Context: an optimization exercise on an open-source flow, tuned for small area. The choices shown serve that exercise and are no tape-out recipe.
Only simulation tests tie the RTL to the original design; equivalence was not proved.
Power is estimated from default activity; no workload was simulated.

== the baseline ==
==> module IOTDF, before the edit <==
module IOTDF( clk, rst, in_en, iot_in, fn_sel, busy, valid, iot_out);
input          clk;
input          rst;
input          in_en;
input  [7:0]   iot_in;
input  [2:0]   fn_sel;
output         busy;
output         valid;
output [127:0] iot_out;
integer m;
reg [2:0] state;
reg [3:0] cnt;
reg       f1;
reg       valid_r;
assign busy  = 1'b0;
assign valid = valid_r;
wire des   = ~state[2] & ~(state[1] & state[0]);
wire enc   = state[0];
wire crcm  = state[1] & state[0];
wire sortm = state[2];
wire first = (cnt == 4'd0);
wire [3:0] cnt_n = cnt + 4'd1;
always @(posedge clk or posedge rst) begin
    if (rst) begin
        state   <= 3'd0;
        cnt     <= 4'd0;
        f1      <= 1'b0;
        valid_r <= 1'b0;
    end else begin
        if (state == 3'd0) state <= fn_sel;
        if (state != 3'd0) cnt <= cnt_n;
        if (cnt == 4'd15) f1 <= 1'b1;
        valid_r <= (cnt == 4'd15) & f1;
    end
end
reg [127:0] S;
wire [7:0] bin = (sortm & ~cnt[3]) ?
    {iot_in[6], iot_in[7], iot_in[4], iot_in[5], iot_in[2], iot_in[3], iot_in[0], iot_in[1]} : iot_in;
always @(posedge clk) S <= {bin, S[127:8]};
reg [31:0] nL, nR;
reg [27:0] nC, nD;
reg [7:0]  nPAR;
wire [31:0] L = ~nL, R = ~nR;
wire [27:0] C = ~nC, D = ~nD;
wire [7:0] PAR = ~nPAR;
wire [63:0] s_ip;
wire [55:0] s_pc1;
wire [7:0]  s_par;
IP   u_IPs (.i(S[63:0]),   .o(s_ip));
PC1  u_PC1s(.i(S[127:64]), .o(s_pc1));
PARX u_PARs(.i(S[127:64]), .o(s_par));
reg s1;
wire [27:0] rC, rD;
always @(posedge clk)
    s1 <= enc ? (cnt_n == 4'd1 || cnt_n == 4'd2 || cnt_n == 4'd9  || cnt_n == 4'd0)
              : (cnt_n == 4'd1 || cnt_n == 4'd8 || cnt_n == 4'd15 || cnt_n == 4'd0);
wire [27:0] kC = enc ? rC : C;
wire [27:0] kD = enc ? rD : D;
wire [47:0] K;
PC2 u_PC2 (.i({kC, kD}), .o(K));
wire [31:0] f_out;
F u_F (.R(R), .K(K), .o(f_out));
wire [63:0] v_lo_raw;
wire [63:0] v_hi;
FP     u_FPv (.i({L, R}), .o(v_lo_raw));
PC1INV u_PIv (.i({C, D, PAR}), .o(v_hi));
wire [127:0] V;
genvar g;
generate for (g = 0; g < 32; g = g + 1) begin : g_vlo
    assign V[2*g]   = v_lo_raw[2*g+1];
    assign V[2*g+1] = v_lo_raw[2*g];
end endgenerate
assign V[127:64] = v_hi;
function gt8(input [7:0] a, input [7:0] b);
    integer j;
    reg r;
    begin
        r = 1'b0;
        for (j = 0; j < 8; j = j + 1) r = (a[j] & ~b[j]) | (~(a[j] ^ b[j]) & r);
        gt8 = r;
    end
endfunction
reg [15:0] selA, selB;
reg sw;
always @(*) begin
    for (m = 0; m < 8; m = m + 1) begin
        sw = gt8(V[16*m +: 8], V[16*m+8 +: 8]) && (cnt != ((2*m+2) % 16));
        selA[2*m+1]          = sortm & ~sw;
        selB[2*m+1]          = sortm & sw;
        selA[(2*m+2) % 16]   = sortm & sw;
        selB[(2*m+2) % 16]   = sortm & ~sw;
    end
end
wire [127:0] Vn;
generate for (g = 0; g < 16; g = g + 1) begin : g_vn
    assign Vn[8*g +: 8] = ({8{selA[g]}} & V[16*(((g+15)%16)/2) +: 8]) |
                          ({8{selB[g]}} & V[16*(((g+15)%16)/2)+8 +: 8]);
end endgenerate
wire [127:0] Vt;
generate for (g = 0; g < 32; g = g + 1) begin : g_vt
    assign Vt[2*g]   = Vn[2*g+1];
    assign Vt[2*g+1] = Vn[2*g];
end endgenerate
assign Vt[127:64] = Vn[127:64];
wire [63:0] t_ip;
wire [55:0] t_pc1;
wire [7:0]  t_par;
IP   u_IPt (.i(Vt[63:0]),   .o(t_ip));
PC1  u_PC1t(.i(Vt[127:64]), .o(t_pc1));
PARX u_PARt(.i(Vt[127:64]), .o(t_par));
wire el1 = des & enc & s1;
wire el2 = des & enc & ~s1;
wire dr1 = des & ~enc & s1;
wire dr2 = des & ~enc & ~s1;
wire [31:0] uL   = ({32{des}} & R) | t_ip[63:32];
wire [31:0] uR   = ({32{des}} & (L ^ f_out)) | t_ip[31:0];
assign rC = ({28{el1}} & {C[26:0], C[27]}) | ({28{el2}} & {C[25:0], C[27:26]}) |
            ({28{dr1}} & {C[0], C[27:1]})  | ({28{dr2}} & {C[1:0], C[27:2]});
wire [27:0] uC = rC | t_pc1[55:28];
assign rD = ({28{el1}} & {D[26:0], D[27]}) | ({28{el2}} & {D[25:0], D[27:26]}) |
            ({28{dr1}} & {D[0], D[27:1]})  | ({28{dr2}} & {D[1:0], D[27:2]});
wire [27:0] uD = rD | t_pc1[27:0];
wire [7:0]  uPAR = ({8{des}}  & PAR) | t_par;
always @(posedge clk) begin
    if (first) begin
        {nL, nR} <= ~s_ip;
        {nC, nD} <= ~s_pc1;
        nPAR     <= ~s_par;
    end else begin
        nL   <= ~uL;
        nR   <= ~uR;
        nC   <= ~uC;
        nD   <= ~uD;
        nPAR <= ~uPAR;
    end
end
function [2:0] mulx(input [2:0] a);
    mulx = {a[1:0], 1'b0} ^ (a[2] ? 3'b101 : 3'b000);
endfunction
function [2:0] crc_step(input [2:0] b0, input [7:0] d);
    integer j;
    reg [2:0] a, r;
    begin
        a = b0;
        for (j = 0; j < 6; j = j + 1) a = mulx(a);
        r = 3'd0;
        for (j = 7; j >= 0; j = j - 1) r = mulx(r) ^ {2'b00, d[j]};
        for (j = 0; j < 4; j = j + 1) r = mulx(r);
        crc_step = a ^ r;
    end
endfunction
reg [2:0] crc;
always @(posedge clk) crc <= crc_step(first ? 3'd0 : crc, S[7:0]);
wire [63:0] o_lo;
wire [63:0] o_hi;
FP     u_FPo (.i({uR, uL}), .o(o_lo));
PC1INV u_PIo (.i({uC, uD, uPAR}), .o(o_hi));
assign iot_out = {o_hi, o_lo[63:3], o_lo[2:0] | ({3{crcm}} & crc)};
endmodule
clock: 8.0 ns
lec_check: 0
abc_area: 1
cap_margin: 20
core_margin: 2
core_utilization: 50
slew_margin: 20
standard.sh (not shown) runs the stock make flow with config.mk's settings and CLKGATE_MAP_FILE= SYNTH_SCRIPT=/design/flow/synth_recipe.tcl, a recipe that flattens the netlist after the stock synthesis.
==> flow/flow/run.sh <==
#!/bin/bash
# Own flow: the standard ORFS layout (standard.sh) with these changes:
# - synthesis: ABC maps the logic with an area-only script
#   (flow/abc_area_own.script) and Yosys's adder extraction is off, so ABC sees
#   all of the logic. Flip-flops are mapped before ABC, exactly as in the
#   standard synthesis.
# - every port still gets its own buffer, but a sky130_fd_sc_hd__buf_1.
# - clock tree: clkbuf_4 buffers, sink clusters of up to 10 within 40 um,
#   no dummy loads.
set -euo pipefail
W=$PWD
{ cat "$W/flow/abc_proc.tcl"; cat "$W/synth_recipe.tcl"; } > "$W/own_synth.tcl"
export OWN_ABC_SCRIPT="$W/flow/abc_area_own.script"
bash "$W/standard.sh" SYNTH_SCRIPT="$W/own_synth.tcl" ADDER_MAP_FILE= \
  BUFFER_PORTS_ARGS="-buffer_cell sky130_fd_sc_hd__buf_1" \
  CTS_ARGS="-sink_clustering_enable -repair_clock_nets -dont_use_dummy_load -buf_list {sky130_fd_sc_hd__clkbuf_4} -sink_clustering_size 10 -sink_clustering_max_diameter 40" \
  finish > "$W/flow_make.log" 2>&1
==> flow/flow/abc_area_own.script <==
strash
&get -n
&deepsyn -T 60
&put
dch -f
amap -m -F 4 -A 12 -C 1000
topo
stime -c
==> flow/flow/abc_proc.tcl <==
# Use this flow's own ABC script for the combinational mapping; flip-flops are
# mapped before ABC runs and are left exactly as the standard synthesis makes them.
proc abc {args} {
  set i [lsearch -exact $args -script]
  if {$i >= 0} { lset args [expr {$i + 1}] $::env(OWN_ABC_SCRIPT) }
  yosys abc {*}$args
}
Modified inputs, the candidate compared to the baseline
diff --git a/flow/design.v b/flow/design.v
--- a/flow/design.v
+++ b/flow/design.v
@@ -52,10 +52,10 @@
 PARX u_PARs(.i(S[127:64]), .o(s_par));
 reg s1;
-wire [27:0] rC, rD;
+wire [27:0] uC, uD;
 always @(posedge clk)
     s1 <= enc ? (cnt_n == 4'd1 || cnt_n == 4'd2 || cnt_n == 4'd9  || cnt_n == 4'd0)
               : (cnt_n == 4'd1 || cnt_n == 4'd8 || cnt_n == 4'd15 || cnt_n == 4'd0);
-wire [27:0] kC = enc ? rC : C;
-wire [27:0] kD = enc ? rD : D;
+wire [27:0] kC = enc ? uC : C;
+wire [27:0] kD = enc ? uD : D;
 wire [47:0] K;
 PC2 u_PC2 (.i({kC, kD}), .o(K));
@@ -116,10 +116,8 @@
 wire [31:0] uL   = ({32{des}} & R) | t_ip[63:32];
 wire [31:0] uR   = ({32{des}} & (L ^ f_out)) | t_ip[31:0];
-assign rC = ({28{el1}} & {C[26:0], C[27]}) | ({28{el2}} & {C[25:0], C[27:26]}) |
-            ({28{dr1}} & {C[0], C[27:1]})  | ({28{dr2}} & {C[1:0], C[27:2]});
-wire [27:0] uC = rC | t_pc1[55:28];
-assign rD = ({28{el1}} & {D[26:0], D[27]}) | ({28{el2}} & {D[25:0], D[27:26]}) |
-            ({28{dr1}} & {D[0], D[27:1]})  | ({28{dr2}} & {D[1:0], D[27:2]});
-wire [27:0] uD = rD | t_pc1[27:0];
+assign uC = ({28{el1}} & {C[26:0], C[27]}) | ({28{el2}} & {C[25:0], C[27:26]}) |
+                   ({28{dr1}} & {C[0], C[27:1]})  | ({28{dr2}} & {C[1:0], C[27:2]}) | t_pc1[55:28];
+assign uD = ({28{el1}} & {D[26:0], D[27]}) | ({28{el2}} & {D[25:0], D[27:26]}) |
+                   ({28{dr1}} & {D[0], D[27:1]})  | ({28{dr2}} & {D[1:0], D[27:2]}) | t_pc1[27:0];
 wire [7:0]  uPAR = ({8{des}}  & PAR) | t_par;
 always @(posedge clk) begin
Findings:
- The candidate finished every stage and its layout cleared the timing, DRC and antenna checks.
- Per the comparison of the candidate with the baseline, combinational logic power now larger, power went up by about 20%, maximum vdd drop climbed about 16%, total non-filler cell area in the finished layout grew by 760 sq um, maximum fanout along the worst path went down.

[port drivers added, routing unchanged]
The results above use ideal ports. As a check the final layouts listed here were re-extracted and re-timed, cells and wires unchanged. Step 1 (the two cells are an assumption about what drives the block):
set clk [get_ports {clk}]
set_driving_cell -lib_cell sky130_fd_sc_hd__clkbuf_16 $clk
set_driving_cell -lib_cell sky130_fd_sc_hd__buf_2 [delete_from_list [all_inputs] $clk]
Step 2 moves the port delays by t, midway between the first and last clock arrival at a register: inputs arrive t later, outputs are due t later. That takes back most of the time a late clock gives input paths. Three values: ideal, step 1, step 2; two values: the first two.
| run | shift t [ns] | setup WS [ns] | latest minus earliest clock arrival (ns) | slew at the worst register clock pin (ns) | pins driven straight from the clock port |
|---|---|---|---|---|---|
| the baseline | 0.692 | 0.230 / 0.184 / 0.875 | 0.102 / 0.103 | 0.12 / 0.12 | 1 |
| the candidate | 0.679 | 0.197 / 0.149 / 0.828 | 0.115 / 0.114 | 0.11 / 0.11 | 1 |
After both steps setup and hold are still met in every run listed.
